This is an optimization exercise on Yosys and OpenROAD, whose aim is small area, a short achievable clock period and few clock cycles, not a production implementation. The RTL was checked by simulation tests, not by an equivalence proof against the original design. No activity file was given, so power comes from the tool's default toggle rates.

==> design/flow/design.v <==
module arbiter (
	input        clk,
	input        reset,
	input  [3:0] req,
	input        ack,           
	output [3:0] gnt
	);
	reg [1:0] last;             
	reg [3:0] beats [0:3];
	integer m, k;
	always @(*) begin
	  for (m = 0; m < 4; m = m + 1) begin
	    beats[m] = 4'b0000;
	    for (k = 0; k < 4; k = k + 1)
	      if (k != m && ((k - last - 1) & 3) < ((m - last - 1) & 3))
	        beats[m][k] = 1'b1;
	  end
	end
	assign gnt[0] = req[0] & ~|(req & beats[0]);
	assign gnt[1] = req[1] & ~|(req & beats[1]);
	assign gnt[2] = req[2] & ~|(req & beats[2]);
	assign gnt[3] = req[3] & ~|(req & beats[3]);
	always @(posedge clk) begin
	  if (reset)
	    last <= 2'd3;
	  else if (ack && |gnt)
	    last <= {gnt[3] | gnt[2], gnt[3] | gnt[1]};
	end
endmodule
module crossbar (
	input clk,                                        
	input reset,                                      
	input  master_0_req,				  
	output master_0_ack,                              
	input  master_0_cmd,				  
	output master_0_resp,                             
	input  [31:0] master_0_addr,                      
	input  [31:0] master_0_wdata,                     
	output [31:0] master_0_rdata,                     
	input  master_1_req,				
	output master_1_ack,
	input  master_1_cmd,				
	output master_1_resp,
	input  [31:0] master_1_addr,
	input  [31:0] master_1_wdata,
	output [31:0] master_1_rdata,
	input  master_2_req,
	output master_2_ack,
	input  master_2_cmd,
	output master_2_resp,
	input  [31:0] master_2_addr,
	input  [31:0] master_2_wdata,
	output [31:0] master_2_rdata,
	input  master_3_req,
	output master_3_ack,
	input  master_3_cmd,
	output master_3_resp,
	input  [31:0] master_3_addr,
	input  [31:0] master_3_wdata,
	output [31:0] master_3_rdata,
	output slave_0_req,
	input  slave_0_ack,
	output slave_0_cmd,
	input  slave_0_resp,
	input  [31:0] slave_0_rdata,
	output [31:0] slave_0_wdata,
	output [31:0] slave_0_addr,
	output slave_1_req,
	input  slave_1_ack,
	output slave_1_cmd,
	input  slave_1_resp,
	input  [31:0] slave_1_rdata,
	output [31:0] slave_1_wdata,
	output [31:0] slave_1_addr,
	output slave_2_req,
	input  slave_2_ack,
	output slave_2_cmd,
	input  slave_2_resp,
	input  [31:0] slave_2_rdata,
	output [31:0] slave_2_wdata,
	output [31:0] slave_2_addr,
	output slave_3_req,
	input  slave_3_ack,
	output slave_3_cmd,
	input  slave_3_resp,
	input  [31:0] slave_3_rdata,
	output [31:0] slave_3_wdata,
	output [31:0] slave_3_addr
	);
	wire [3:0]  m_req   = {master_3_req, master_2_req, master_1_req, master_0_req};
	wire [3:0]  m_cmd   = {master_3_cmd, master_2_cmd, master_1_cmd, master_0_cmd};
	wire [31:0] m_addr [0:3];
	wire [31:0] m_wdata[0:3];
	assign m_addr[0] = master_0_addr;  assign m_wdata[0] = master_0_wdata;
	assign m_addr[1] = master_1_addr;  assign m_wdata[1] = master_1_wdata;
	assign m_addr[2] = master_2_addr;  assign m_wdata[2] = master_2_wdata;
	assign m_addr[3] = master_3_addr;  assign m_wdata[3] = master_3_wdata;
	wire [3:0]  s_ack   = {slave_3_ack, slave_2_ack, slave_1_ack, slave_0_ack};
	wire [3:0]  s_resp  = {slave_3_resp, slave_2_resp, slave_1_resp, slave_0_resp};
	wire [31:0] s_rdata[0:3];
	assign s_rdata[0] = slave_0_rdata;
	assign s_rdata[1] = slave_1_rdata;
	assign s_rdata[2] = slave_2_rdata;
	assign s_rdata[3] = slave_3_rdata;
	wire [3:0] r [0:3];
	wire [3:0] g [0:3];           
	genvar s, m;
	generate
	  for (s = 0; s < 4; s = s + 1) begin : sl
	    for (m = 0; m < 4; m = m + 1) begin : ms
	      assign r[s][m] = m_req[m] & (m_addr[m][31:30] == s);
	    end
	    arbiter arb (
	      .clk(clk), .reset(reset),
	      .req(r[s]), .ack(s_ack[s]), .gnt(g[s])
	    );
	  end
	endgenerate
	wire [3:0]  sl_req, sl_cmd;
	wire [31:0] sl_addr [0:3];
	wire [31:0] sl_wdata[0:3];
	generate
	  for (s = 0; s < 4; s = s + 1) begin : so
	    assign sl_req[s] = |g[s];
	    assign sl_cmd[s] = |(g[s] & m_cmd);
	    assign sl_addr[s][31:30] = sl_req[s] ? s : 2'b00;
	    assign sl_addr[s][29:0] = ({30{g[s][0]}} & m_addr[0][29:0])
	                            | ({30{g[s][1]}} & m_addr[1][29:0])
	                            | ({30{g[s][2]}} & m_addr[2][29:0])
	                            | ({30{g[s][3]}} & m_addr[3][29:0]);
	    assign sl_wdata[s] = ({32{g[s][0]}} & m_wdata[0])
	                       | ({32{g[s][1]}} & m_wdata[1])
	                       | ({32{g[s][2]}} & m_wdata[2])
	                       | ({32{g[s][3]}} & m_wdata[3]);
	  end
	endgenerate
	assign slave_0_req = sl_req[0]; assign slave_0_cmd = sl_cmd[0];
	assign slave_1_req = sl_req[1]; assign slave_1_cmd = sl_cmd[1];
	assign slave_2_req = sl_req[2]; assign slave_2_cmd = sl_cmd[2];
	assign slave_3_req = sl_req[3]; assign slave_3_cmd = sl_cmd[3];
	assign slave_0_addr = sl_addr[0]; assign slave_0_wdata = sl_wdata[0];
	assign slave_1_addr = sl_addr[1]; assign slave_1_wdata = sl_wdata[1];
	assign slave_2_addr = sl_addr[2]; assign slave_2_wdata = sl_wdata[2];
	assign slave_3_addr = sl_addr[3]; assign slave_3_wdata = sl_wdata[3];
	wire [3:0] m_ack;
	generate
	  for (m = 0; m < 4; m = m + 1) begin : ma
	    assign m_ack[m] = (g[0][m] & s_ack[0]) | (g[1][m] & s_ack[1])
	                    | (g[2][m] & s_ack[2]) | (g[3][m] & s_ack[3]);
	  end
	endgenerate
	assign master_0_ack = m_ack[0];
	assign master_1_ack = m_ack[1];
	assign master_2_ack = m_ack[2];
	assign master_3_ack = m_ack[3];
	reg  [3:0] rsel [0:3];
	wire [3:0] rv   [0:3];
	wire [31:0] m_rdata[0:3];
	generate
	  for (m = 0; m < 4; m = m + 1) begin : mr
	    always @(posedge clk) begin
	      if (reset)
	        rsel[m] <= 4'b0000;
	      else
	        rsel[m] <= {g[3][m] & s_ack[3], g[2][m] & s_ack[2],
	                    g[1][m] & s_ack[1], g[0][m] & s_ack[0]} & {4{~m_cmd[m]}};
	    end
	    assign rv[m] = rsel[m] & s_resp;
	    assign m_rdata[m] = ({32{rv[m][0]}} & s_rdata[0])
	                      | ({32{rv[m][1]}} & s_rdata[1])
	                      | ({32{rv[m][2]}} & s_rdata[2])
	                      | ({32{rv[m][3]}} & s_rdata[3]);
	  end
	endgenerate
	assign master_0_resp = |rv[0]; assign master_0_rdata = m_rdata[0];
	assign master_1_resp = |rv[1]; assign master_1_rdata = m_rdata[1];
	assign master_2_resp = |rv[2]; assign master_2_rdata = m_rdata[2];
	assign master_3_resp = |rv[3]; assign master_3_rdata = m_rdata[3];
endmodule
==> design/flow/run.sh <==
#!/bin/bash
# synth_recipe.tcl (not shown) runs the flow's synth.tcl, then flattens the netlist and writes it again
# the make line also repeats each setting of config.mk as NAME=value (left out here)
make -C /OpenROAD-flow-scripts/flow DESIGN_CONFIG=/design/flow/config.mk WORK_HOME=/design/flow/orfs CLKGATE_MAP_FILE= SYNTH_SCRIPT=/design/flow/synth_recipe.tcl finish
==> design/flow/config.mk <==
export PLATFORM = sky130hd
export DESIGN_NAME = crossbar
export DESIGN_NICKNAME = crossbar
export VERILOG_FILES = /design/flow/design.v
export SDC_FILE = /design/flow/constraint.sdc
export NUM_CORES = 4
export LEC_CHECK = 0
export CAP_MARGIN = 20
export CORE_AREA = 5 5 295 295
export DIE_AREA = 0 0 300 300
export SLEW_MARGIN = 20
==> design/flow/constraint.sdc <==
create_clock -name core_clock -period 6.0 [get_ports {clk}]
set_input_delay 1.2000 -clock core_clock [delete_from_list [all_inputs] [get_ports {clk}]]
set_output_delay 1.2000 -clock core_clock [all_outputs]
set_load 0.01 [all_outputs]
==> flow_metrics.py, run 1 <==
metrics = {
    "run_status": {
        "status": "finished clean",
    },
    "synth": {
        "yosys.area.top_type": "a22oi_1",
        "async_flop_share": 0,
        "synth_top_area_share": 0.5695,
        "synth_edf_count": 0,
        "avgSynthCellArea_sq_um": 6.447,
        "synth_warnings": 5,
        "synthDistinctLibCells": 38,
        "yosysSeqAreaShare": 0.04796,
        "ys_top_cells_by_count": "a22oi_1, nand2_1, clkbuf_1",
        "yosysMostFrequentCell": "a22oi_1",
        "ys.flop_type": "dfxtp_1",
        "synth.area.top_cells": "a22oi_1, nand2_1, dfxtp_1, buf_2, clkbuf_1",
        "synth-seq-cells": 24,
        "synth_area_sq_mm": 0.01002,
        "synthCells": 1554,
    },
    "sta": {
        "post-route-period-util": 0.9026,
        "fin_crit_ps": 5415,
        "fin_tns_setup_ps": 0,
        "fin_skew_ps": 8.300,
        "rsz0062_at_grt": "no",
        "setup_viol": 0,
        "max_freq_mhz": 184.7,
        "tightest_slew_ps": 1062,
        "drv_slew": 0,
        "maxSlewHeadroom": 0.2895,
        "hold_viol": 0,
    },
    "grt": {
        "grt_pass1_vias": 17105,
        "overflow": 0,
        "antenna_found_initial": 54,
        "grt_usage": 0.2181,
        "grt_max_degree": 68,
        "grt_first_pass_wirelength_mm": 144.2,
    },
    "drt": {
        "via_per_inst": 5.396,
        "drc": 0,
        "firstDrtPassIters": 6,
        "postRouteAntennaNets": 0,
        "num_vias": 17844,
        "wl_per_cell_um": 32.01,
        "routed_wl_mm": 105.9,
        "drt_iter0_drc": 2249,
    },
    "pwr": {
        "p_sw_w": 0.0008150,
        "power_density_mw_per_mm2": 92.97,
        "clockPowerShare": 0.109,
        "power_frac_seq": 0.093,
        "intPower_w": 0.0009930,
        "p_leak_nw": 7.378,
        "combPwrFrac": 0.797,
        "swShare": 0.4508,
        "peakVddDrop_uv": 97.04,
    },
    "clock_network": {
        "cts_num_sinks": 24,
        "clock_latency_ps": 270,
        "cts_buffers": 3,
        "cts_resized": 0,
        "clk_pin_slew_ps": 70,
        "clockRootBuffer": "clkbuf_16",
        "clockBufferDepth": 2,
        "h-tree-depth": 1,
        "tritoncts": "done",
        "cts_setup_buffers": 0,
        "hold_buffers": 0,
    },
    "worst_hold_path": {
        "hp-class": "register to register",
    },
    "final_layout": {
        "final_nets": 2623,
        "drive_gt1_frac": 0.04220,
        "multi_input_area_sq_mm": 0.008717,
        "utilization": 0.2327,
        "syn_to_final_growth_pct": 94.12,
        "seq_area_sq_um": 480.5,
        "nFillCells": 9259,
    },
    "floorplan": {
        "die-area_sq_mm": 0.09000,
        "fp.dieH_um": 300,
        "io_pins": 802,
        "die_w_um": 300,
        "design.core.area_sq_mm": 0.08356,
        "rows": 106,
        "start_util": 0.1199,
    },
    "critical_path": {
        "cp-end-kind": "primary output",
        "cp.required_ps": 4800,
        "critPathKind": "input port to primary output",
        "r2r_slack_ps": 3570,
        "critPathMaxFanout": 26,
        "cp.arrival_ps": 4220,
        "cp-start-kind": "input port",
    },
    "placement": {
        "port_buffers": 797,
        "gp_congestion": 0.9206,
        "dp_hpwl_mm": 85.49,
    },
    "run": {
        "maxCapViolations": 0,
    },
}
## sequential cells by signal (all words and copies together), names as in the netlist
| name | count |
|---|---|
| rsel | 16 |
| sl.arb.last | 8 |
## power groups by stage
stage | Clock, W | Sequential (W) | Combinational, W
CTS | 0.000200 | 0.000168 | 0.00144
floorplan | 0 | 0.000170 | 0.000428
detailed placement | 0 | 0.000172 | 0.00144
finish | 0.000198 | 0.000169 | 0.00144
global route | 0.000205 | 0.000169 | 0.00151
global placement | 0 | 0.000172 | 0.00143
## cell usage in the layout, fill, tap and decap left out, types with 6 or more instances in the layout
cell,n
inv_1,8
nor4b_1,6
diode_2,23
buf_4,25
and2_2,16
and4b_1,10
nand4b_1,6
buf_12,30
dfxtp_1,24
nand4_1,10
ha_1,16
nand2_1,396
a22oi_1,760
nor4bb_1,17
nand3b_1,7
nor3_1,15
clkdlybuf4s50_1,791
nor4_4,9
## worst max-delay path, stage by stage
cell and delay [ps]:
clkdlybuf4s50_1 780, or3b_1 440, nor4_4 440, buf_4 430
a22oi_1 160, nand2_1 90, clkdlybuf4s50_1 650
## routing by layer
layer	GRT usage	share of wire
met1	0.2655	0.38
met2	0.3676	0.47
met3	0.06816	0.10
met4	0.06858	0.041
met5	0	0.0021
## kinds of logic (layout without fill, tap and decap cells)
kind of cell	Yosys count	after routing	synth area share
DFF	24	24	0.04796
buffers and inverters	211	858	0.09704
and+or+nand+nor	520	520	0.2482
AOI/OAI and AO/OA	782	782	0.5865
other	1	27	0.0003743
adders and majority gates	16	16	0.01998
## through the flow
| step | hold WS (ps) | instances | setup WS (ps) | power, W | cell area, sq um |
|---|---|---|---|---|---|
| detailed placement | 558.8 | 3280 | 526.3 | 0.001608 | 19280 |
| global route | 619.0 | 3290 | 373.3 | 0.001885 | 19400 |
| floorplan | 489.8 | 1557 | 2216 | 0.0005986 | 10030 |
| finish | 568.2 | 3307 | 584.6 | 0.001808 | 19450 |
| global placement | 528.2 | 3280 | 569.9 | 0.001604 | 19280 |
| CTS | 576.0 | 3284 | 510.8 | 0.001809 | 19390 |
## cell type report
class                           count  area share
Antenna cell                       23    0.002960
Clock buffer                        3    0.003860
Clock inverter                      1    0.001544
Inverter                            8    0.001544
Multi-Input combinational cell   1322      0.4482
Sequential cell                    24     0.02471
Tap cell                         1080     0.06948
Timing Repair Buffer              846      0.4477
## worst paths after layout
kind | from | endpoint | depth (start not counted)
min reg2reg | sl[1].arb.last[0] | sl[1].arb.last[0] | 1
min | sl[1].arb.last[0] | sl[1].arb.last[0] | 1
max reg2reg | sl[3].arb.last[0] | sl[3].arb.last[1] | 7
max | master_3_req | slave_0_wdata[30] | 7
Testbench counts, summed over its fixed seeds: cycles 3,369.
==> inputs of run 2 (changes only) <==
--- a/design/flow/config.mk
+++ b/design/flow/config.mk
@@ -8,4 +8,5 @@
 export CAP_MARGIN = 20
 export CORE_AREA = 5 5 295 295
 export DIE_AREA = 0 0 300 300
+export SETUP_SLACK_MARGIN = 3.0
 export SLEW_MARGIN = 20
==> run 2 against run 1 <==
Net effect: via count increased by 29%; area after synthesis unchanged; critical path depth increased by 3; total power increased by 46%; register-to-register slack got worse by 450 ps; hold slack about the same; die area unchanged; clock power increased by 2%; sequential share of layout area decreased by 1.0 points; largest cell class is now non-clock buffers.
==> flow_metrics.py, run 2 <==
metrics = {
    "grt": {
        "grt_max_degree": 45,
        "antenna_found_initial": 40,
        "grt_usage": 0.3048,
        "grt_first_pass_wirelength_mm": 193.5,
        "overflow": 0,
        "grt_pass1_vias": 21760,
    },
    "drt": {
        "wl_per_cell_um": 39.52,
        "postRouteAntennaNets": 0,
        "via_per_inst": 5.736,
        "drc": 0,
        "num_vias": 23047,
        "drt_iter0_drc": 2130,
        "routed_wl_mm": 158.8,
        "firstDrtPassIters": 6,
    },
    "synth": {
        "synth_edf_count": 0,
        "synth_warnings": 5,
        "synthCells": 1554,
        "synth-seq-cells": 24,
        "avgSynthCellArea_sq_um": 6.447,
        "yosys.area.top_type": "a22oi_1",
        "ys_top_cells_by_count": "a22oi_1, nand2_1, clkbuf_1",
        "yosysSeqAreaShare": 0.04796,
        "yosysMostFrequentCell": "a22oi_1",
        "synthDistinctLibCells": 38,
        "synth_area_sq_mm": 0.01002,
        "synth.area.top_cells": "a22oi_1, nand2_1, dfxtp_1, buf_2, clkbuf_1",
        "async_flop_share": 0,
        "ys.flop_type": "dfxtp_1",
        "synth_top_area_share": 0.5695,
    },
    "pwr": {
        "p_leak_nw": 14.19,
        "peakVddDrop_uv": 98.98,
        "power_density_mw_per_mm2": 78.87,
        "power.total_w": 0.002644,
    },
    "sta": {
        "setup_viol": 0,
        "drv_slew": 0,
        "max_freq_mhz": 232.8,
        "fin_skew_ps": 10.09,
        "hold_viol": 0,
        "fin_hold_ws_ps": 568.1,
        "fin_crit_ps": 4295,
        "fin_tns_setup_ps": 0,
        "post-route-period-util": 0.7159,
        "maxSlewHeadroom": 0.2589,
        "rsz0062_at_grt": "yes",
        "tightest_slew_ps": 1108,
    },
    "placement": {
        "gp_congestion": 0.9250,
        "placement.cell_area_sq_mm": 0.02139,
        "dp_hpwl_mm": 80.12,
        "port_buffers": 797,
    },
    "clock_network": {
        "cts_buffers": 3,
        "cts_num_sinks": 24,
        "clock_latency_ps": 270,
        "clockRootBuffer": "clkbuf_16",
        "h-tree-depth": 1,
        "clk_pin_slew_ps": 80,
        "tritoncts": "done",
        "clockBufferDepth": 2,
    },
    "critical_path": {
        "cp.arrival_ps": 3100,
        "cp-end-kind": "primary output",
        "cp.required_ps": 4800,
        "critPathKind": "input port to primary output",
        "critPathMaxFanout": 15,
        "cp-start-kind": "input port",
    },
    "floorplan": {
        "fp.dieH_um": 300,
        "start_util": 0.1199,
        "design.core.area_sq_mm": 0.08356,
        "io_pins": 802,
        "rows": 106,
        "die_w_um": 300,
        "die-area_sq_mm": 0.09000,
    },
    "final_layout": {
        "layout_common_cells": "a22oi_2, buf_6, nand2_1",
        "regMostFlops": "rsel",
        "nFillCells": 7953,
        "largest_reg_flops": 16,
        "drive_gt1_frac": 0.6772,
        "multi_input_area_sq_mm": 0.01281,
        "final_common_cell": "a22oi_2",
        "utilization": 0.4012,
        "seq_area_sq_um": 480.5,
        "reg.largest.list": "rsel x16, sl.arb.last x8",
        "final_design_area_no_fill_sq_mm": 0.03352,
        "final_nets": 3331,
        "syn_to_final_growth_pct": 234.6,
    },
    "worst_hold_path": {
        "hp-class": "register to register",
    },
    "run_status": {
        "status": "finished clean",
    },
    "run": {
        "maxCapViolations": 0,
    },
}
==> run 2: cell counts after synthesis <==
No cell type changed its count.
==> run 2: per-stage QoR <==
stage          cells  worst slack [ps]
3_3_place_gp    3282             640.0
2_1_floorplan   1557              2382
5_1_grt         4006              1666
6_report        4018              1705
3_5_place_dp    3282             619.9
4_1_cts         3794              1780
==> run 2: layer usage <==
metal,share of wire,global-route usage,routed length (um),vias up
met5,0.0013,0,206,-
met4,0.10,0.1862,16470,20
met3,0.10,0.07957,16580,695
met2,0.47,0.5365,73920,2047
met1,0.33,0.3268,51620,11215
li1,-,-,-,9070
==> run 2: worst max-delay path, stage by stage <==
cell             delay [ps]
buf_12                  110
buf_4                   130
nor4bb_2                480
nor4b_4                 110
buf_12                  170
buf_12                  120
buf_16                  160
a22oi_1                 180
nand2_1                 150
clkdlybuf4s15_2         260
==> run 2: area by class of cell <==
type	instances	share of cell area
timing repair buffer	1529	0.5573
multi-input combinational	1347	0.3821
clock buffer	3	0.002240
inverter	8	0.0008958
sequential	24	0.01433
tap	1080	0.04031
antenna	26	0.001941
clock inverter	1	0.0008958
==> run 2: cell families (layout without fill, tap and decap cells) <==
group,after synthesis,after routing,share of synthesized area
AOI/OAI and AO/OA,782,782,0.5865
other,1,30,0.0003743
DFF,24,24,0.04796
buffers and inverters,211,1541,0.09704
adders and majority gates,16,16,0.01998
and+or+nand+nor,520,545,0.2482
==> run 2: what timing repair did <==
| item | 4_1_cts | 5_1_grt |
|---|---|---|
| hold endpoints to repair | 0 | 0 |
| gates resized for setup | 2518 | 535 |
| cloned | 107 | 33 |
| pin swaps | 281 | 374 |
| buffers inserted | 401 | 165 |
| setup endpoints to repair | 420 | 398 |
| hold buffers | 0 | 0 |
==> run 2: where the power goes <==
| group | internal (W) | switching (W) | leakage [nW] |
|---|---|---|---|
| Sequential | 0.000163 | 0.00000891 | 0.195 |
| Clock | 0.000133 | 0.0000693 | 0.0513 |
| Combinational | 0.00112 | 0.00115 | 13.9 |
| Total | 0.00141 | 0.00123 | 14.2 |
==> run 2: final timing paths <==
check                         start                end  slack [ps]  depth (start not counted)
hold reg to reg   sl[3].arb.last[0]  sl[3].arb.last[0]         570                          1
setup reg to reg  sl[0].arb.last[1]  sl[0].arb.last[0]        3120                         12
hold / removal    sl[3].arb.last[0]  sl[3].arb.last[0]         570                          1
setup / recovery  master_2_addr[31]   slave_1_addr[22]        1700                         10
==> inputs of run 3 (changes only) <==
--- a/design/flow/design.v
+++ b/design/flow/design.v
@@ -6,20 +6,19 @@
 	output [3:0] gnt
 	);
 	reg [1:0] last;             
-	reg [3:0] beats [0:3];
-	integer m, k;
+	reg [3:0] b0, b1, b2, b3;
 	always @(*) begin
-	  for (m = 0; m < 4; m = m + 1) begin
-	    beats[m] = 4'b0000;
-	    for (k = 0; k < 4; k = k + 1)
-	      if (k != m && ((k - last - 1) & 3) < ((m - last - 1) & 3))
-	        beats[m][k] = 1'b1;
-	  end
+	  case (last)
+	    2'd0:    begin b0 = 4'b1110; b1 = 4'b0000; b2 = 4'b0010; b3 = 4'b0110; end  
+	    2'd1:    begin b0 = 4'b1100; b1 = 4'b1101; b2 = 4'b0000; b3 = 4'b0100; end  
+	    2'd2:    begin b0 = 4'b1000; b1 = 4'b1001; b2 = 4'b1011; b3 = 4'b0000; end  
+	    default: begin b0 = 4'b0000; b1 = 4'b0001; b2 = 4'b0011; b3 = 4'b0111; end  
+	  endcase
 	end
-	assign gnt[0] = req[0] & ~|(req & beats[0]);
-	assign gnt[1] = req[1] & ~|(req & beats[1]);
-	assign gnt[2] = req[2] & ~|(req & beats[2]);
-	assign gnt[3] = req[3] & ~|(req & beats[3]);
+	assign gnt[0] = req[0] & ~|(req & b0);
+	assign gnt[1] = req[1] & ~|(req & b1);
+	assign gnt[2] = req[2] & ~|(req & b2);
+	assign gnt[3] = req[3] & ~|(req & b3);
 	always @(posedge clk) begin
 	  if (reset)
 	    last <= 2'd3;
@@ -102,13 +101,19 @@
 	assign s_rdata[1] = slave_1_rdata;
 	assign s_rdata[2] = slave_2_rdata;
 	assign s_rdata[3] = slave_3_rdata;
+	wire [3:0] sel [0:3];
+	genvar s, m;
+	generate
+	  for (m = 0; m < 4; m = m + 1) begin : md
+	    assign sel[m] = 4'b0001 << m_addr[m][31:30];
+	  end
+	endgenerate
 	wire [3:0] r [0:3];
-	wire [3:0] g [0:3];           
-	genvar s, m;
+	wire [3:0] g [0:3];
 	generate
 	  for (s = 0; s < 4; s = s + 1) begin : sl
 	    for (m = 0; m < 4; m = m + 1) begin : ms
-	      assign r[s][m] = m_req[m] & (m_addr[m][31:30] == s);
+	      assign r[s][m] = m_req[m] & sel[m][s];
 	    end
 	    arbiter arb (
 	      .clk(clk), .reset(reset),
@@ -153,19 +158,18 @@
 	assign master_1_ack = m_ack[1];
 	assign master_2_ack = m_ack[2];
 	assign master_3_ack = m_ack[3];
-	reg  [3:0] rsel [0:3];
-	wire [3:0] rv   [0:3];
+	reg  [3:0]  rpend;
+	wire [3:0]  rv   [0:3];
 	wire [31:0] m_rdata[0:3];
+	always @(posedge clk) begin
+	  if (reset)
+	    rpend <= 4'b0000;
+	  else
+	    rpend <= m_ack & ~m_cmd;
+	end
 	generate
 	  for (m = 0; m < 4; m = m + 1) begin : mr
-	    always @(posedge clk) begin
-	      if (reset)
-	        rsel[m] <= 4'b0000;
-	      else
-	        rsel[m] <= {g[3][m] & s_ack[3], g[2][m] & s_ack[2],
-	                    g[1][m] & s_ack[1], g[0][m] & s_ack[0]} & {4{~m_cmd[m]}};
-	    end
-	    assign rv[m] = rsel[m] & s_resp;
+	    assign rv[m] = sel[m] & s_resp & {4{rpend[m]}};
 	    assign m_rdata[m] = ({32{rv[m][0]}} & s_rdata[0])
 	                      | ({32{rv[m][1]}} & s_rdata[1])
 	                      | ({32{rv[m][2]}} & s_rdata[2])
--- a/design/flow/config.mk
+++ b/design/flow/config.mk
@@ -8,5 +8,4 @@
 export CAP_MARGIN = 20
 export CORE_AREA = 5 5 295 295
 export DIE_AREA = 0 0 300 300
-export SETUP_SLACK_MARGIN = 3.0
 export SLEW_MARGIN = 20
==> run 3 against run 2 <==
Net effect: sequential power is 46% lower; clock skew is 1.4 ps lower; critical path type unchanged; still clean on timing, DRC and antenna; critical endpoint is now slave_0_addr[6]; via count fell by 26%; synthesized cell count is 8.1% lower.
==> flow_metrics.py, run 3 <==
metrics = {
    "worst_hold_path": {
        "hp-class": "register to register",
        "hold_depth": 1,
        "min_to": "sl[0].arb.last[1]",
        "worstHoldStart": "sl[0].arb.last[1]",
    },
    "sta": {
        "tightest_slew_ps": 811.1,
        "fin_crit_ps": 5890,
        "setup_viol": 0,
        "fin_tns_setup_ps": 0,
        "hold_viol": 0,
        "max_freq_mhz": 169.8,
        "maxSlewHeadroom": 0.4593,
        "post-route-period-util": 0.9817,
        "fin_skew_ps": 8.675,
        "rsz0062_at_grt": "no",
        "fin_hold_ws_ps": 556.4,
        "drv_slew": 0,
    },
    "drt": {
        "drt_iter0_drc": 3021,
        "num_vias": 17150,
        "drc": 0,
        "wl_per_cell_um": 30.06,
        "postRouteAntennaNets": 0,
        "firstDrtPassIters": 19,
        "routed_wl_mm": 95.55,
        "via_per_inst": 5.395,
    },
    "final_layout": {
        "multi_input_area_sq_mm": 0.008342,
        "seq_area_sq_um": 240.2,
        "largest_reg_flops": 8,
        "syn_to_final_growth_pct": 100.2,
        "drive_gt1_frac": 0.03872,
        "reg.largest.list": "sl.arb.last x8, rpend x4",
        "layout_common_cells": "clkdlybuf4s50_1, nand2_1, a222oi_1",
        "final_common_cell": "clkdlybuf4s50_1",
        "final_nets": 2519,
        "final_cells": 3179,
        "regMostFlops": "sl.arb.last",
        "nFillCells": 9320,
        "utilization": 0.2239,
    },
    "clock_network": {
        "cts_setup_buffers": 0,
        "cts_resized": 0,
        "clock_latency_ps": 250,
        "cts_buffers": 3,
        "clockRootBuffer": "clkbuf_16",
        "cts_num_sinks": 12,
        "h-tree-depth": 1,
        "hold_buffers": 0,
        "tritoncts": "done",
        "clk_pin_slew_ps": 40,
        "clockBufferDepth": 2,
    },
    "floorplan": {
        "die_w_um": 300,
        "fp.dieH_um": 300,
        "design.core.area_sq_mm": 0.08356,
        "io_pins": 802,
        "die-area_sq_mm": 0.09000,
        "rows": 106,
        "start_util": 0.1118,
    },
    "grt": {
        "grt_max_degree": 68,
        "grt_usage": 0.1944,
        "antenna_found_initial": 27,
        "grt_first_pass_wirelength_mm": 130.4,
        "grt_pass1_vias": 16126,
        "overflow": 0,
    },
    "critical_path": {
        "critPathMaxFanout": 67,
        "slowest_stage": "a222oi_1",
        "crit_top_cell": "clkdlybuf4s50_1",
        "critPathBufInv": 3,
        "cp.required_ps": 4800,
        "cp-start-kind": "input port",
        "cp.arrival_ps": 4690,
        "cp_cell_sequence": "clkdlybuf4s50_1 > nor3b_1 > nor3b_2 > a311oi_4 > buf_12 > a222oi_1 > nand2_1 > clkdlybuf4s50_1",
        "path_delay_family": "buffers and inverters",
        "max_stage_delay_ps": 800,
        "reg2reg_depth": 7,
        "r2r-start": "sl[0].arb.last[0]",
        "critPathKind": "input port to primary output",
        "cp-end-kind": "primary output",
        "r2r_slack_ps": 3310,
        "r2r-end": "sl[0].arb.last[1]",
    },
    "pwr": {
        "peakVddDrop_uv": 76.90,
        "p_leak_nw": 7.245,
        "power_density_mw_per_mm2": 88.52,
        "power.total_w": 0.001656,
    },
    "synth": {
        "synth_top_area_share": 0.2699,
        "async_flop_share": 0,
        "synth_edf_count": 0,
        "synth.area.top_cells": "a222oi_1, nand2_1, a221o_1, a22o_1, a22oi_1",
        "ys.flop_type": "dfxtp_1",
        "synth_warnings": 2,
        "synthCells": 1428,
        "synth_area_sq_mm": 0.009345,
        "yosys.area.top_type": "a222oi_1",
        "yosysSeqAreaShare": 0.02571,
        "synth-seq-cells": 12,
        "yosysMostFrequentCell": "nand2_1",
        "synthDistinctLibCells": 55,
        "avgSynthCellArea_sq_um": 6.544,
        "ys_top_cells_by_count": "nand2_1, a222oi_1, clkbuf_1",
    },
    "run_status": {
        "status": "finished clean",
    },
    "placement": {
        "gp_congestion": 0.9306,
        "dp_hpwl_mm": 74.43,
        "port_buffers": 797,
        "placed_cells_incl_taps": 3168,
    },
    "run": {
        "maxCapViolations": 0,
    },
}
==> run 3: cells by family after synthesis <==
group           synth area share
simple gates              0.2836
compound gates            0.5584
buf+inv                  0.09975
fa+ha+maj                0.03213
flops                    0.02571
other cells            0.0004013
==> run 3: per-layer routing <==
metal / global-route usage / wire [um]
met1: 0.2403 / 35700
met5: 0 / 33
met4: 0.05011 / 3794
met3: 0.03719 / 9645
met2: 0.3463 / 46380
==> run 3: power by group <==
part | internal (W) | leakage, nW | switching [W]
sequential | 0.0000842 | 0.0982 | 0.00000880
combinational | 0.000698 | 7.10 | 0.000722
clock | 0.000101 | 0.0442 | 0.0000425
total | 0.000883 | 7.25 | 0.000773
==> run 3: layout make-up <==
| cell class | instances | area share |
|---|---|---|
| diodes | 7 | 0.0009361 |
| clock buffers | 4 | 0.004748 |
| inverters | 13 | 0.002608 |
| multi-input cells | 1213 | 0.4458 |
| flip-flops and latches | 12 | 0.01284 |
| well taps | 1080 | 0.07222 |
| repair buffers | 850 | 0.4608 |
==> run 3: through the flow <==
stage / setup WS (ps) / area [sq um]
final: 109.5 / 18710
after global routing: 46.10 / 18700
after CTS: 257.3 / 18690
after detailed placement: 264.7 / 18610
after global placement: 299.4 / 18610
after floorplan: 2016 / 9356
==> run 3: how the worst max path moves through the flow <==
stage	to	start	cells past startpoint	slack (ps)
global placement	slave_0_addr[6]	master_2_addr[31]	8	300
finish	slave_0_addr[6]	master_2_addr[31]	8	110
CTS	slave_0_addr[6]	master_2_addr[31]	8	260
detailed placement	slave_0_addr[6]	master_2_addr[31]	8	260
global route	slave_0_addr[6]	master_2_addr[31]	8	50
floorplan	slave_1_addr[30]	master_2_req	7	2020
Testbench counts of run 3, summed over its fixed seeds: cycles 3,369.
==> inputs of run 4 (changes only) <==
--- a/design/flow/config.mk
+++ b/design/flow/config.mk
@@ -6,6 +6,8 @@
 export NUM_CORES = 4
 export LEC_CHECK = 0
 export CAP_MARGIN = 20
+export CELL_PAD_IN_SITES_DETAIL_PLACEMENT = 1
 export CORE_AREA = 5 5 295 295
 export DIE_AREA = 0 0 300 300
+export PLACE_DENSITY = 0.35
 export SLEW_MARGIN = 20
==> run 4 against run 3 <==
Net effect: synthesized cell count stayed put; cell area hardly changed; die area stayed put; total power is 0.63% lower; sequential share of layout area hardly changed; largest cell class unchanged; largest power group unchanged.
==> flow_metrics.py, run 4 <==
metrics = {
    "critical_path": {
        "cp.depth": 8,
        "cp-end-kind": "primary output",
        "max_stage_delay_ps": 780,
        "cp_cell_sequence": "clkdlybuf4s50_1 > nand3b_1 > o311ai_1 > a31oi_4 > buf_12 > a222oi_1 > nand2_1 > clkdlybuf4s50_1",
        "critPathKind": "input port to primary output",
        "crit_top_cell": "clkdlybuf4s50_1",
        "slowest_stage": "clkdlybuf4s50_1",
        "cp.arrival_ps": 4610,
        "critPathBufInv": 3,
        "critPathMaxFanout": 67,
        "path_delay_family": "buffers and inverters",
        "reg2reg_depth": 9,
        "cp-start-kind": "input port",
        "cp.required_ps": 4800,
    },
    "drt": {
        "num_vias": 16911,
        "drt_iter0_drc": 2310,
        "routed_wl_mm": 101.3,
        "via_per_inst": 5.300,
        "wl_per_cell_um": 31.74,
        "postRouteAntennaNets": 0,
        "drc": 0,
        "firstDrtPassIters": 10,
    },
    "grt": {
        "grt_first_pass_wirelength_mm": 140.3,
        "antenna_found_initial": 37,
        "grt_pass1_vias": 17363,
        "overflow": 0,
        "grt_usage": 0.2075,
        "grt_max_degree": 68,
    },
    "sta": {
        "fin_crit_ps": 5806,
        "setup_viol": 0,
        "maxSlewHeadroom": 0.4309,
        "drv_slew": 0,
        "rsz0062_at_grt": "no",
        "tightest_slew_ps": 853.0,
        "fin_skew_ps": 0.4212,
        "max_freq_mhz": 172.2,
        "fin_tns_setup_ps": 0,
        "post-route-period-util": 0.9676,
        "hold_viol": 0,
    },
    "clock_network": {
        "cts_buffers": 3,
        "clockBufferDepth": 2,
        "clock_latency_ps": 250,
        "cts_resized": 0,
        "clk_pin_slew_ps": 50,
        "cts_num_sinks": 12,
        "cts_setup_buffers": 0,
        "clockRootBuffer": "clkbuf_16",
        "tritoncts": "done",
        "hold_buffers": 0,
        "h-tree-depth": 1,
    },
    "synth": {
        "synth_warnings": 2,
        "synth_mux_area_frac": 0,
        "yosysSeqAreaShare": 0.02571,
        "synthCells": 1428,
        "synthAdderAreaFrac": 0.03213,
        "synth_area_sq_mm": 0.009345,
        "ys_top_cells_by_count": "nand2_1, a222oi_1, clkbuf_1",
        "synth_top_family_by_area": "compound AO/OA/AOI/OAI gates",
        "synth-seq-cells": 12,
        "avgSynthCellArea_sq_um": 6.544,
        "yosys.area.top_type": "a222oi_1",
        "synth_top_area_share": 0.2699,
        "synth_compound_area_frac": 0.5584,
        "synthXorXnorAreaFrac": 0,
        "yosysMostFrequentCell": "nand2_1",
        "synth-simple-area-share": 0.2836,
        "async_flop_share": 0,
        "synth.area.top_cells": "a222oi_1, nand2_1, a221o_1, a22o_1, a22oi_1",
        "ys.flop_type": "dfxtp_1",
        "synthDistinctLibCells": 55,
        "synth_edf_count": 0,
    },
    "pwr": {
        "combPwrFrac": 0.858,
        "power_frac_seq": 0.056,
        "p_leak_nw": 7.249,
        "power_density_mw_per_mm2": 87.92,
        "power.total_w": 0.001646,
        "p_sw_w": 0.0007668,
        "peakVddDrop_uv": 76.21,
        "swShare": 0.4659,
        "clockPowerShare": 0.086,
        "intPower_w": 0.0008791,
    },
    "floorplan": {
        "die-area_sq_mm": 0.09000,
        "die_w_um": 300,
        "start_util": 0.1118,
        "rows": 106,
        "io_pins": 802,
        "design.core.area_sq_mm": 0.08356,
        "fp.dieH_um": 300,
    },
    "placement": {
        "dp_hpwl_mm": 75.55,
        "gp_congestion": 0.9066,
        "port_buffers": 797,
        "placed_cells_incl_taps": 3170,
    },
    "final_layout": {
        "final_common_cell": "clkdlybuf4s50_1",
        "regMostFlops": "sl.arb.last",
        "drive_gt1_frac": 0.03964,
        "largest_reg_flops": 8,
        "layout_common_cells": "clkdlybuf4s50_1, nand2_1, a222oi_1",
        "reg.largest.list": "sl.arb.last x8, rpend x4",
        "final_nets": 2521,
        "syn_to_final_growth_pct": 100.3,
        "final_cells": 3191,
    },
    "worst_hold_path": {
        "hp-class": "register to register",
        "hold_depth": 1,
    },
    "run": {
        "maxCapViolations": 0,
    },
    "run_status": {
        "status": "finished clean",
    },
}
-- run 4: cell count changes in the layout (fill, tap and decap cells not counted), sizes merged --
cell / before / now
diode: 7 / 17
buf: 54 / 55
clkdlybuf4s50: 796 / 797
-- run 4: per-layer routing --
layer / GRT usage / vias up / share of wire
li1: - / 7265 / -
met1: 0.2364 / 8505 / 0.37
met2: 0.3810 / 1000 / 0.51
met3: 0.06145 / 121 / 0.098
met4: 0.04800 / 20 / 0.026
met5: 0 / - / 0.0014
-- run 4: cell type report --
class / count / area [sq um]
fill: 9972 / 64830
timing repair buffer: 852 / 8603
multi-input combinational: 1213 / 8347
tap: 1080 / 1351
sequential: 12 / 240.2
clock buffer: 4 / 88.84
inverter: 13 / 48.80
antenna: 17 / 42.54
-- run 4: logic make-up after synthesis --
logic type               after synthesis
AND/OR/NAND/NOR                      626
AO/OA/AOI/OAI                        559
buffers and inverters                206
adder cells (fa/ha/maj)               24
flip-flops                            12
other                                  1
-- run 4: power by group through the flow --
stage / Sequential (W) / Clock, W / Combinational (W)
3_5_place_dp: 0.0000940 / 0 / 0.00141
5_1_grt: 0.0000929 / 0.000155 / 0.00149
3_3_place_gp: 0.0000936 / 0 / 0.00141
6_report: 0.0000923 / 0.000142 / 0.00141
2_1_floorplan: 0.0000895 / 0 / 0.000436
4_1_cts: 0.0000924 / 0.000147 / 0.00142
-- run 4: path summary, 6_finish.rpt --
check                       to  slack [ps]              start
max                slave_1_cmd         190  master_2_addr[30]
min          sl[2].arb.last[1]         550  sl[2].arb.last[1]
max reg2reg           rpend[0]        3140  sl[3].arb.last[0]
min reg2reg  sl[2].arb.last[1]         550  sl[2].arb.last[1]
-- run 4: through the flow --
| stage | cell area (sq um) | worst slack (ps) | hold WS (ps) | utilization |
|---|---|---|---|---|
| after floorplan | 9356 | 2016 | 489.8 | - |
| after global placement | 18590 | 240.3 | 521.7 | 0.2224 |
| after detailed placement | 18590 | 226.2 | 544.4 | 0.2224 |
| after CTS | 18670 | 205.6 | 555.7 | 0.2235 |
| after global routing | 18710 | 62.10 | 587.1 | 0.2239 |
| final | 18720 | 194.3 | 553.0 | 0.2241 |
==> inputs of run 5 (changes only) <==
--- a/design/flow/config.mk
+++ b/design/flow/config.mk
@@ -10,4 +10,5 @@
 export CORE_AREA = 5 5 295 295
 export DIE_AREA = 0 0 300 300
 export PLACE_DENSITY = 0.35
+export SETUP_SLACK_MARGIN = 1.5
 export SLEW_MARGIN = 20
==> run 5 against run 4 <==
Net effect: global-route usage rose by 3.3 points; area after synthesis did not move; final cell count rose by 2.9%; via count rose by 4.9%; wire length rose by 17%; non-clock buffer count rose by 87; combinational power rose by 6%; setup slack improved by 1200 ps; cell area rose by 9.3%; still clean on timing, DRC and antenna; flip-flop and latch count did not move; total power rose by 5.2%; sequential power barely moved.
==> flow_metrics.py, run 5 <==
metrics = {
    "final_layout": {
        "layout_common_cells": "clkdlybuf4s50_1, nand2_1, a222oi_1",
        "drive_gt1_frac": 0.1044,
        "nFillCells": 9899,
        "regMostFlops": "sl.arb.last",
        "final_nets": 2610,
        "reg.largest.list": "sl.arb.last x8, rpend x4",
        "final_design_area_no_fill_sq_mm": 0.02047,
        "largest_reg_flops": 8,
        "final_cells": 3282,
        "final_common_cell": "clkdlybuf4s50_1",
        "syn_to_final_growth_pct": 119.1,
    },
    "drt": {
        "drc": 0,
        "wl_per_cell_um": 36.07,
        "drt_iter0_drc": 2616,
        "postRouteAntennaNets": 0,
        "via_per_inst": 5.405,
        "routed_wl_mm": 118.4,
        "firstDrtPassIters": 10,
        "num_vias": 17738,
    },
    "critical_path": {
        "cp.arrival_ps": 3420,
        "critPathMaxFanout": 33,
        "cp.required_ps": 4800,
        "critPathKind": "input port to primary output",
        "cp-start-kind": "input port",
        "cp-end-kind": "primary output",
    },
    "pwr": {
        "p_leak_nw": 9.286,
        "peakVddDrop_uv": 77.08,
        "power_density_mw_per_mm2": 84.59,
    },
    "placement": {
        "port_buffers": 797,
        "dp_hpwl_mm": 75.55,
        "placed_cells_incl_taps": 3170,
        "placement.cell_area_sq_mm": 0.01859,
        "gp_congestion": 0.9066,
    },
    "sta": {
        "fin_skew_ps": 0.4931,
        "rsz0062_at_grt": "yes",
        "max_freq_mhz": 216.4,
        "fin_tns_setup_ps": 0,
        "tightest_slew_ps": 836.0,
        "drv_slew": 0,
        "setup_viol": 0,
        "maxSlewHeadroom": 0.4426,
        "fin_crit_ps": 4621,
        "fin_hold_ws_ps": 555.2,
        "hold_viol": 0,
        "post-route-period-util": 0.7701,
    },
    "synth": {
        "ys_top_cells_by_count": "nand2_1, a222oi_1, clkbuf_1",
        "synth_warnings": 2,
        "synth.area.top_cells": "a222oi_1, nand2_1, a221o_1, a22o_1, a22oi_1",
        "yosys.area.top_type": "a222oi_1",
        "synthCells": 1428,
        "synth_top_area_share": 0.2699,
        "yosysSeqAreaShare": 0.02571,
        "synth-seq-cells": 12,
        "async_flop_share": 0,
        "synth_area_sq_mm": 0.009345,
        "synth_edf_count": 0,
        "avgSynthCellArea_sq_um": 6.544,
        "yosysMostFrequentCell": "nand2_1",
        "ys.flop_type": "dfxtp_1",
        "synthDistinctLibCells": 55,
    },
    "grt": {
        "grt_first_pass_wirelength_mm": 157.3,
        "grt_usage": 0.2402,
        "grt_pass1_vias": 18473,
        "grt_max_degree": 41,
        "antenna_found_initial": 31,
        "overflow": 0,
    },
    "floorplan": {
        "die-area_sq_mm": 0.09000,
        "io_pins": 802,
        "design.core.area_sq_mm": 0.08356,
        "rows": 106,
        "die_w_um": 300,
        "fp.dieH_um": 300,
        "start_util": 0.1118,
    },
    "clock_network": {
        "clockBufferDepth": 2,
        "clock_latency_ps": 250,
        "clk_pin_slew_ps": 50,
        "tritoncts": "done",
        "cts_buffers": 3,
        "cts_num_sinks": 12,
        "clockRootBuffer": "clkbuf_16",
        "h-tree-depth": 1,
    },
    "run_status": {
        "status": "finished clean",
    },
    "worst_hold_path": {
        "hp-class": "register to register",
    },
    "run": {
        "maxCapViolations": 0,
    },
}
run 5: cell count changes in the layout (fill, tap and decap cells not counted), moves of 8 or more:
cell | previous run | this run
clkdlybuf4s50_1 | 797 | 556
dlygate4sd2_1 | 0 | 177
dlymetal6s2s_1 | 0 | 34
buf_4 | 38 | 60
buf_16 | 0 | 19
buf_6 | 0 | 19
buf_12 | 17 | 31
bufbuf_16 | 0 | 9
buf_2 | 0 | 8
run 5: stage by stage:
stage	total power, W	worst slack (ps)	utilization
after floorplan	0.0005255	2016	-
after global placement	0.001501	240.3	0.2224
after detailed placement	0.001506	226.2	0.2224
after CTS	0.001721	1329	0.2405
after global routing	0.001815	1340	0.2449
final	0.001732	1379	0.2450
run 5: logic make-up after synthesis:
group / synth area share
other: 0.0004013
DFF: 0.02571
and+or+nand+nor: 0.2836
AOI/OAI and AO/OA: 0.5584
adders and majority gates: 0.03213
buffers and inverters: 0.09975
run 5: cell type report:
type / instances / area [sq um] / share of cell area
clock buffers: 4 / 88.84 / 0.004339
diodes: 19 / 47.55 / 0.002322
flip-flops and latches: 12 / 240.2 / 0.01173
inverters: 13 / 48.80 / 0.002384
repair buffers: 939 / 10020 / 0.4895
well taps: 1080 / 1351 / 0.06601
multi-input cells: 1215 / 8673 / 0.4237
run 5: timing repair:
action / CTS / global route
gates cloned: 27 / 4
hold buffers: 0 / 0
setup buffers: 50 / 8
endpoints found under the setup margin: 396 / 145
endpoints found under the hold margin: 0 / 0
gates resized for setup: 404 / 83
pin swaps: 72 / 39
run 5: path summary, 6_finish.rpt:
path	startpoint	endpoint	slack, ps	cells after the start
min	sl[2].arb.last[1]	sl[2].arb.last[1]	560	1
min reg2reg	sl[2].arb.last[1]	sl[2].arb.last[1]	560	1
max reg2reg	sl[3].arb.last[0]	rpend[0]	3310	9
max	master_2_addr[31]	slave_1_cmd	1380	9
run 5: per-layer routing:
layer,track usage,part of all wire,vias up,routed length [um]
li1,-,-,7478,-
met1,0.2724,0.37,8975,43860
met2,0.4426,0.51,1123,60180
met3,0.06730,0.093,150,11020
met4,0.06172,0.027,12,3247
met5,0,0.00078,-,92
run 5: worst max-delay path, stage by stage:
cell	delay (ps)
buf_2	150
nand3b_1	250
o311ai_2	330
a31oi_4	60
buf_12	160
buf_16	210
a222oi_1	740
nand2_1	110
buf_2	190
run 5: where the power goes:
part           internal [W]  leakage, nW  switching (W)
logic              0.000695         9.14       0.000800
clock network      0.000101       0.0443      0.0000429
registers         0.0000842       0.0982     0.00000805
total              0.000881         9.29       0.000851
==> inputs of run 6 (changes only) <==
==> design/flow/config.mk (replaced) <==
export PLATFORM = sky130hd
export DESIGN_NAME = crossbar
export DESIGN_NICKNAME = crossbar
export VERILOG_FILES = /design/flow/design.v
export SDC_FILE = /design/flow/constraint.sdc
export NUM_CORES = 4
export LEC_CHECK = 0
export CAP_MARGIN = 20
export CORE_AREA = 5 5 195 195
export DIE_AREA = 0 0 200 200
export SLEW_MARGIN = 20
==> run 6 against run 5 <==
Net effect: the flow now stops in I/O pin placement (3_2_place_iop); area after synthesis did not move; synthesized cell count did not move.
==> flow_metrics.py, run 6 <==
metrics = {
    "run_status": {
        "status": "aborted with a tool error",
        "haltStage": "I/O pin placement (3_2_place_iop)",
        "tool.error": "[ERROR PPL-0024] Number of IO pins (802) exceeds maximum number of available positions (718). Increase the die perimeter from 800.00um to 1090.72um.",
    },
    "synth": {
        "ys.flop_type": "dfxtp_1",
        "synth.area.top_cells": "a222oi_1, nand2_1, a221o_1, a22o_1, a22oi_1",
        "ys_top_cells_by_count": "nand2_1, a222oi_1, clkbuf_1",
        "yosysSeqAreaShare": 0.02571,
        "synth_warnings": 2,
        "avgSynthCellArea_sq_um": 6.544,
        "synth_area_sq_mm": 0.009345,
        "synthCells": 1428,
        "yosysMostFrequentCell": "nand2_1",
        "synth_top_area_share": 0.2699,
        "yosys.area.top_type": "a222oi_1",
        "synth_edf_count": 0,
        "async_flop_share": 0,
        "synth-seq-cells": 12,
        "synthDistinctLibCells": 55,
    },
    "floorplan": {
        "fp.dieH_um": 200,
        "start_util": 0.2627,
        "rows": 69,
        "die_w_um": 200,
    },
}
## run 6: cell counts after synthesis
No cell type changed its count.
## run 6: kinds of logic after synthesis
group | count (synthesis) | synth area share
adders and majority gates | 24 | 0.03213
buffers and inverters | 206 | 0.09975
DFF | 12 | 0.02571
and+or+nand+nor | 626 | 0.2836
AOI/OAI and AO/OA | 559 | 0.5584
other | 1 | 0.0004013
==> inputs of run 7 (changes only) <==
==> design/flow/flow/run.sh (new file) <==
#!/bin/bash
# Standard ORFS layout; the only change is the cell used for the port
# buffers (a plain buffer instead of the delay cell buffer_ports picks).
set -euo pipefail
BUF=${PORT_BUF:-sky130_fd_sc_hd__buf_1}
bash standard.sh "BUFFER_PORTS_ARGS=-buffer_cell $BUF" finish > flow_make.log 2>&1
==> design/flow/standard.sh (new file) <==
#!/bin/bash
# synth_recipe.tcl (not shown) runs the flow's synth.tcl, then flattens the netlist and writes it again
# the make line also repeats each setting of config.mk as NAME=value (left out here)
make -C /OpenROAD-flow-scripts/flow DESIGN_CONFIG=/design/flow/config.mk WORK_HOME=/design/flow/orfs CLKGATE_MAP_FILE= SYNTH_SCRIPT=/design/flow/synth_recipe.tcl "${@:-finish}"
--- a/design/flow/config.mk
+++ b/design/flow/config.mk
@@ -6,6 +6,9 @@
 export NUM_CORES = 4
 export LEC_CHECK = 0
 export CAP_MARGIN = 20
-export CORE_AREA = 5 5 195 195
-export DIE_AREA = 0 0 200 200
+export CELL_PAD_IN_SITES_DETAIL_PLACEMENT = 1
+export CORE_AREA = 5 5 275 275
+export DIE_AREA = 0 0 280 280
+export PLACE_DENSITY = 0.35
+export SETUP_SLACK_MARGIN = 1.5
 export SLEW_MARGIN = 20
removed: design/flow/run.sh
==> run 7 against run 6 <==
Net effect: the run now finishes clean; area after synthesis stayed put; synthesized cell count stayed put.
==> flow_metrics.py, run 7 <==
metrics = {
    "pwr": {
        "swShare": 0.5956,
        "peakVddDrop_uv": 98.93,
        "clockPowerShare": 0.110,
        "intPower_w": 0.0005209,
        "power_frac_seq": 0.073,
        "p_sw_w": 0.0007670,
        "p_leak_nw": 5.531,
        "power_density_mw_per_mm2": 90.58,
        "combPwrFrac": 0.817,
    },
    "synth": {
        "synth_top_area_share": 0.2699,
        "yosysSeqAreaShare": 0.02571,
        "synthDistinctLibCells": 55,
        "ys.flop_type": "dfxtp_1",
        "synth.area.top_cells": "a222oi_1, nand2_1, a221o_1, a22o_1, a22oi_1",
        "yosysMostFrequentCell": "nand2_1",
        "synth_area_sq_mm": 0.009345,
        "synth-seq-cells": 12,
        "avgSynthCellArea_sq_um": 6.544,
        "synth_warnings": 2,
        "ys_top_cells_by_count": "nand2_1, a222oi_1, clkbuf_1",
        "synthCells": 1428,
        "async_flop_share": 0,
        "synth_edf_count": 0,
        "yosys.area.top_type": "a222oi_1",
    },
    "floorplan": {
        "io_pins": 802,
        "fp.dieH_um": 280,
        "design.core.area_sq_mm": 0.07259,
        "die-area_sq_mm": 0.07840,
        "die_w_um": 280,
        "rows": 99,
        "start_util": 0.1287,
    },
    "final_layout": {
        "syn_to_final_growth_pct": 52.15,
        "reg.largest.list": "sl.arb.last x8, rpend x4",
        "final_cells": 3096,
        "nFillCells": 9281,
        "final_nets": 2554,
        "regMostFlops": "sl.arb.last",
        "final_common_cell": "buf_1",
        "multi_input_area_sq_mm": 0.008573,
        "layout_common_cells": "buf_1, nand2_1, a222oi_1",
        "largest_reg_flops": 8,
        "drive_gt1_frac": 0.07099,
        "seq_area_sq_um": 240.2,
    },
    "clock_network": {
        "clk_pin_slew_ps": 50,
        "cts_num_sinks": 12,
        "h-tree-depth": 1,
        "cts_buffers": 3,
        "clock_latency_ps": 240,
        "tritoncts": "done",
        "clockBufferDepth": 2,
        "clockRootBuffer": "clkbuf_16",
    },
    "run": {
        "maxCapViolations": 0,
    },
    "grt": {
        "grt_max_degree": 68,
        "grt_usage": 0.2173,
        "antenna_found_initial": 22,
        "overflow": 0,
        "grt_first_pass_wirelength_mm": 129.4,
        "grt_pass1_vias": 17175,
    },
    "drt": {
        "drc": 0,
        "wl_met3_mm": 8.343,
        "via_per_inst": 5.586,
        "wl_per_cell_um": 30.47,
        "firstDrtPassIters": 11,
        "postRouteAntennaNets": 0,
        "num_vias": 17294,
        "routed_wl_mm": 94.32,
        "m1WireLength_mm": 35.74,
        "dr.max_layer_used": "met4",
        "dr_wl_met2_mm": 46.43,
        "drt_iter0_drc": 2674,
    },
    "sta": {
        "max_freq_mhz": 218.2,
        "rsz0062_at_grt": "yes",
        "maxSlewHeadroom": 0.3451,
        "fin_tns_setup_ps": 0,
        "drv_slew": 0,
        "hold_viol": 0,
        "setup_viol": 0,
        "setup_slack_ps": 1417,
        "tightest_slew_ps": 982.3,
        "post-route-period-util": 0.7639,
        "fin_skew_ps": 1.496,
        "fin_crit_ps": 4583,
    },
    "worst_hold_path": {
        "worstHoldStart": "sl[0].arb.last[1]",
        "hp-class": "register to register",
    },
    "placement": {
        "port_buffers": 797,
        "placed_cells_incl_taps": 3042,
        "dp_hpwl_mm": 64.74,
        "place_ws_ps": 818.5,
        "gp_congestion": 0.9323,
    },
    "critical_path": {
        "cp-start-kind": "input port",
        "cp-end-kind": "primary output",
        "critPathMaxFanout": 11,
        "cp.arrival_ps": 3380,
        "r2r-start": "sl[3].arb.last[0]",
        "critPathKind": "input port to primary output",
        "cp.required_ps": 4800,
        "startpoint": "master_2_addr[31]",
    },
    "run_status": {
        "status": "finished clean",
    },
}
[run 7: worst paths after layout]
| kind | endpoint | slack, ps | cells past startpoint |
|---|---|---|---|
| worst max-delay path | slave_3_addr[22] | 1420 | 8 |
| worst max register to register | rpend[0] | 2960 | 8 |
| worst min register to register | sl[0].arb.last[1] | 600 | 1 |
| worst min-delay path | sl[0].arb.last[1] | 600 | 1 |
[run 7: power groups by stage]
stage	sequential [W]	clock (W)	combinational, W
6_report	0.0000944	0.000141	0.00105
5_1_grt	0.0000951	0.000151	0.00112
4_1_cts	0.0000944	0.000148	0.00102
3_5_place_dp	0.0000961	0	0.000971
3_3_place_gp	0.0000961	0	0.000973
2_1_floorplan	0.0000895	0	0.000436
[run 7: layout make-up]
type                    instances  area share
clock buffers                   4    0.006248
repair buffers                879      0.2843
diodes                         10    0.001760
multi-input cells            1219      0.6030
well taps                     959     0.08439
flip-flops and latches         12     0.01690
inverters                      13    0.003432
[run 7: layer usage]
| layer | GRT usage | up-vias |
|---|---|---|
| met5 | 0 | - |
| met2 | 0.3853 | 1255 |
| met1 | 0.2643 | 8527 |
| met3 | 0.03803 | 171 |
| li1 | - | 7341 |
| met4 | 0.07608 | 0 |
[run 7: timing repair]
item | in CTS | in global routing
gates resized for setup | 28 | 42
cloned | 8 | 2
hold endpoints to repair | 0 | 0
setup endpoints to repair | 288 | 125
setup buffers | 19 | 11
hold buffers | 0 | 0
pin swaps | 8 | 21
[run 7: per-stage QoR]
| stage | total power (W) | cell area (sq um) | util | hold WS (ps) |
|---|---|---|---|---|
| global placement | 0.001069 | 13350 | 0.1839 | 596.1 |
| detailed placement | 0.001067 | 13350 | 0.1839 | 594.8 |
| global route | 0.001369 | 14210 | 0.1958 | 656.9 |
| floorplan | 0.0005255 | 9356 | - | 489.8 |
| CTS | 0.001266 | 13860 | 0.1910 | 607.3 |
| finish | 0.001288 | 14220 | 0.1959 | 601.3 |
[run 7: logic make-up after synthesis]
group,synth area share
compound gates,0.5584
fa+ha+maj,0.03213
buf+inv,0.09975
flops,0.02571
other cells,0.0004013
simple gates,0.2836
[run 7: critical path, stage by stage]
cell	delay, ps
buf_1	90
buf_6	150
nand4b_1	520
o2111a_4	460
buf_12	170
a222oi_1	410
nand2_1	180
buf_1	180
==> inputs of run 8 (changes only) <==
--- a/design/flow/config.mk
+++ b/design/flow/config.mk
@@ -7,8 +7,8 @@
 export LEC_CHECK = 0
 export CAP_MARGIN = 20
 export CELL_PAD_IN_SITES_DETAIL_PLACEMENT = 1
-export CORE_AREA = 5 5 275 275
-export DIE_AREA = 0 0 280 280
+export CORE_AREA = 5 5 295 295
+export DIE_AREA = 0 0 300 300
 export PLACE_DENSITY = 0.35
-export SETUP_SLACK_MARGIN = 1.5
+export SETUP_SLACK_MARGIN = 1.8
 export SLEW_MARGIN = 20
==> run 8 against run 7 <==
Net effect: still clean on timing, DRC and antenna; via count increased by 5.5%; global-route usage decreased by 1.4 points; clock skew rose by 4.2 ps; cell area grew 16%; sequential share of layout area decreased by 0.23 points; register-to-register slack worse by 220 ps; sequential power fell by 2.1%; die area increased by 15%; critical path type unchanged; critical endpoint is now slave_1_wdata[2]; largest cell class unchanged.
==> flow_metrics.py, run 8 <==
metrics = {
    "run_status": {
        "status": "finished clean",
    },
    "synth": {
        "synth_edf_count": 0,
        "async_flop_share": 0,
        "avgSynthCellArea_sq_um": 6.544,
        "synth_top_area_share": 0.2699,
        "yosysMostFrequentCell": "nand2_1",
        "yosys.area.top_type": "a222oi_1",
        "synth.area.top_cells": "a222oi_1, nand2_1, a221o_1, a22o_1, a22oi_1",
        "synth_area_sq_mm": 0.009345,
        "yosysSeqAreaShare": 0.02571,
        "synthCells": 1428,
        "ys_top_cells_by_count": "nand2_1, a222oi_1, clkbuf_1",
        "synth-seq-cells": 12,
        "synthDistinctLibCells": 55,
        "synth_warnings": 2,
        "ys.flop_type": "dfxtp_1",
    },
    "floorplan": {
        "design.core.area_sq_mm": 0.08356,
        "die-area_sq_mm": 0.09000,
        "die_w_um": 300,
        "fp.dieH_um": 300,
        "io_pins": 802,
        "rows": 106,
        "start_util": 0.1118,
    },
    "clock_network": {
        "clockRootBuffer": "clkbuf_16",
        "h-tree-depth": 1,
        "cts_num_sinks": 12,
        "cts_buffers": 3,
        "clock_latency_ps": 240,
        "tritoncts": "done",
        "clk_pin_slew_ps": 40,
        "clockBufferDepth": 2,
    },
    "sta": {
        "drv_slew": 0,
        "maxSlewHeadroom": 0.3263,
        "tightest_slew_ps": 1004,
        "fin_skew_ps": 5.647,
        "fin_crit_ps": 4342,
        "rsz0062_at_grt": "yes",
        "max_freq_mhz": 230.3,
        "fin_tns_setup_ps": 0,
        "hold_viol": 0,
        "post-route-period-util": 0.7237,
        "setup_viol": 0,
    },
    "final_layout": {
        "regMostFlops": "sl.arb.last",
        "final_nets": 2640,
        "drive_gt1_frac": 0.1618,
        "largest_reg_flops": 8,
        "syn_to_final_growth_pct": 76.58,
        "final_common_cell": "buf_1",
        "final_design_area_no_fill_sq_mm": 0.01650,
        "layout_common_cells": "buf_1, nand2_1, a222oi_1",
        "reg.largest.list": "sl.arb.last x8, rpend x4",
    },
    "critical_path": {
        "critPathKind": "input port to primary output",
        "startpoint": "master_2_addr[31]",
        "r2r-end": "rpend[0]",
        "r2r_slack_ps": 2740,
        "cp-start-kind": "input port",
        "reg2reg_depth": 9,
        "critPathMaxFanout": 8,
        "cp-endpoint": "slave_1_wdata[2]",
        "cp.arrival_ps": 3140,
        "cp.required_ps": 4800,
        "r2r-start": "sl[3].arb.last[0]",
        "cp-end-kind": "primary output",
    },
    "grt": {
        "grt_use_met3": 0.04051,
        "grt-busiest-layer": "met2",
        "antenna_found_initial": 34,
        "grt_pass1_vias": 17372,
        "overflow": 0,
        "grt_first_pass_wirelength_mm": 136.7,
        "grt_use_met2": 0.3517,
        "grt_max_degree": 68,
        "grt_usage": 0.2035,
        "grtUsageMet1": 0.2516,
    },
    "pwr": {
        "power_density_mw_per_mm2": 90.14,
        "peakVddDrop_uv": 69.53,
        "p_leak_nw": 6.772,
    },
    "placement": {
        "dp_hpwl_mm": 67.54,
        "port_buffers": 797,
        "gp_congestion": 0.9186,
        "placement.cell_area_sq_mm": 0.01351,
    },
    "drt": {
        "postRouteAntennaNets": 0,
        "drt_iter0_drc": 3065,
        "routed_wl_mm": 111.4,
        "via_per_inst": 5.516,
        "drc": 0,
        "num_vias": 18237,
        "firstDrtPassIters": 12,
        "wl_per_cell_um": 33.69,
    },
    "run": {
        "maxCapViolations": 0,
    },
    "worst_hold_path": {
        "hp-class": "register to register",
    },
}
run 8: cell counts after synthesis:
Identical to the previous run, type by type.
run 8: stage by stage:
step,setup WS (ps),std cells,util,total power (W),hold WS [ps]
after global placement,1025,3165,0.1617,0.001069,522.4
final,1658,3306,0.1975,0.001487,540.9
after detailed placement,988.8,3165,0.1617,0.001069,537.0
after global routing,1628,3305,0.1975,0.001556,570.2
after CTS,1713,3239,0.1830,0.001359,547.9
after floorplan,2016,1431,-,0.0005255,489.8
run 8: cell type report:
cell class,count,area [sq um]
Antenna cell,14,35.03
Clock buffer,3,75.07
Fill cell,10451,67050
Inverter,13,48.80
Multi-Input combinational cell,1218,8692
Sequential cell,12,240.2
Tap cell,1080,1351
Timing Repair Buffer,966,6060
run 8: critical path, stage by stage:
cell      delay [ps]
buf_12           110
nand3b_1         220
o311ai_4         330
a31oi_4          100
buf_12           210
buf_4            170
buf_16           140
a222oi_1         380
nand2_1          100
clkbuf_2         140
run 8: layer usage:
metal  wire [um]  up-vias
met5          34        -
met3       10460      237
li1            -     7534
met1       43250     9016
met4        5351        4
met2       52270     1446
run 8: worst min path at each step:
stage | start | end | cells after the start
2_1_floorplan | sl[0].arb.last[1] | sl[0].arb.last[1] | 1
3_3_place_gp | sl[0].arb.last[1] | sl[0].arb.last[1] | 1
5_1_grt | sl[0].arb.last[1] | sl[0].arb.last[1] | 1
3_5_place_dp | sl[0].arb.last[1] | sl[0].arb.last[1] | 1
4_1_cts | sl[0].arb.last[1] | sl[0].arb.last[1] | 1
6_report | sl[0].arb.last[1] | sl[0].arb.last[1] | 1
run 8: power breakdown:
group	internal, W	leakage [nW]	switching [W]	total (W)
sequential	0.0000843	0.0982	0.00000803	0.0000924
combinational	0.000461	6.64	0.000810	0.00127
clock	0.0000871	0.0371	0.0000373	0.000124
total	0.000632	6.77	0.000855	0.00149
run 8: kinds of logic after synthesis:
kind of cell	Yosys count	share of synthesized area
AO/OA/AOI/OAI	559	0.5584
adder cells (fa/ha/maj)	24	0.03213
buffers and inverters	206	0.09975
flip-flops	12	0.02571
other	1	0.0004013
AND/OR/NAND/NOR	626	0.2836
run 8: what timing repair did:
| item | 4_1_cts | 5_1_grt |
|---|---|---|
| resized for setup | 173 | 145 |
| setup endpoints to repair | 324 | 206 |
| pin swaps | 88 | 119 |
| hold buffers | 0 | 0 |
| setup buffers | 44 | 28 |
| cloned | 27 | 25 |

afterwards: timing with drivers on the ports:
Ports are ideal in the flow. The routed layouts listed here were re-timed in OpenROAD. Step 1: set_driving_cell puts a clkbuf_16 on clk and a buf_2 on each other input, an assumption about the parent block. Step 2 times the ports against the registers' clock, not the clock port: input delays grow and output delays shrink by t, the midpoint of the rising clock arrivals with the driver on. a / b / c = ideal / step 1 / step 2; a / b = the first two.
run	shift t [ns]	setup WS [ns]	clock arrival spread, ns	slew at the worst register clock pin (ns)
run 1	0.314	0.585 / 0.553 / 0.553	0.008 / 0.009	0.07 / 0.07
run 2	0.323	1.705 / 1.616 / 1.616	0.010 / 0.010	0.08 / 0.08
run 3	0.288	0.110 / 0.070 / 0.070	0.009 / 0.009	0.05 / 0.05
run 4	0.291	0.194 / 0.077 / 0.077	0.000 / 0.000	0.05 / 0.05
run 5	0.296	1.379 / 1.306 / 1.306	0.000 / 0.001	0.05 / 0.05
run 7	0.282	1.417 / 1.343 / 1.343	0.002 / 0.001	0.05 / 0.05
run 8	0.286	1.658 / 1.550 / 1.550	0.006 / 0.006	0.05 / 0.05
After both steps every run listed still meets setup and hold. The setup slack of run 4, which loses most, moves by -0.117 ns with the drivers and by -0.117 ns with both steps.
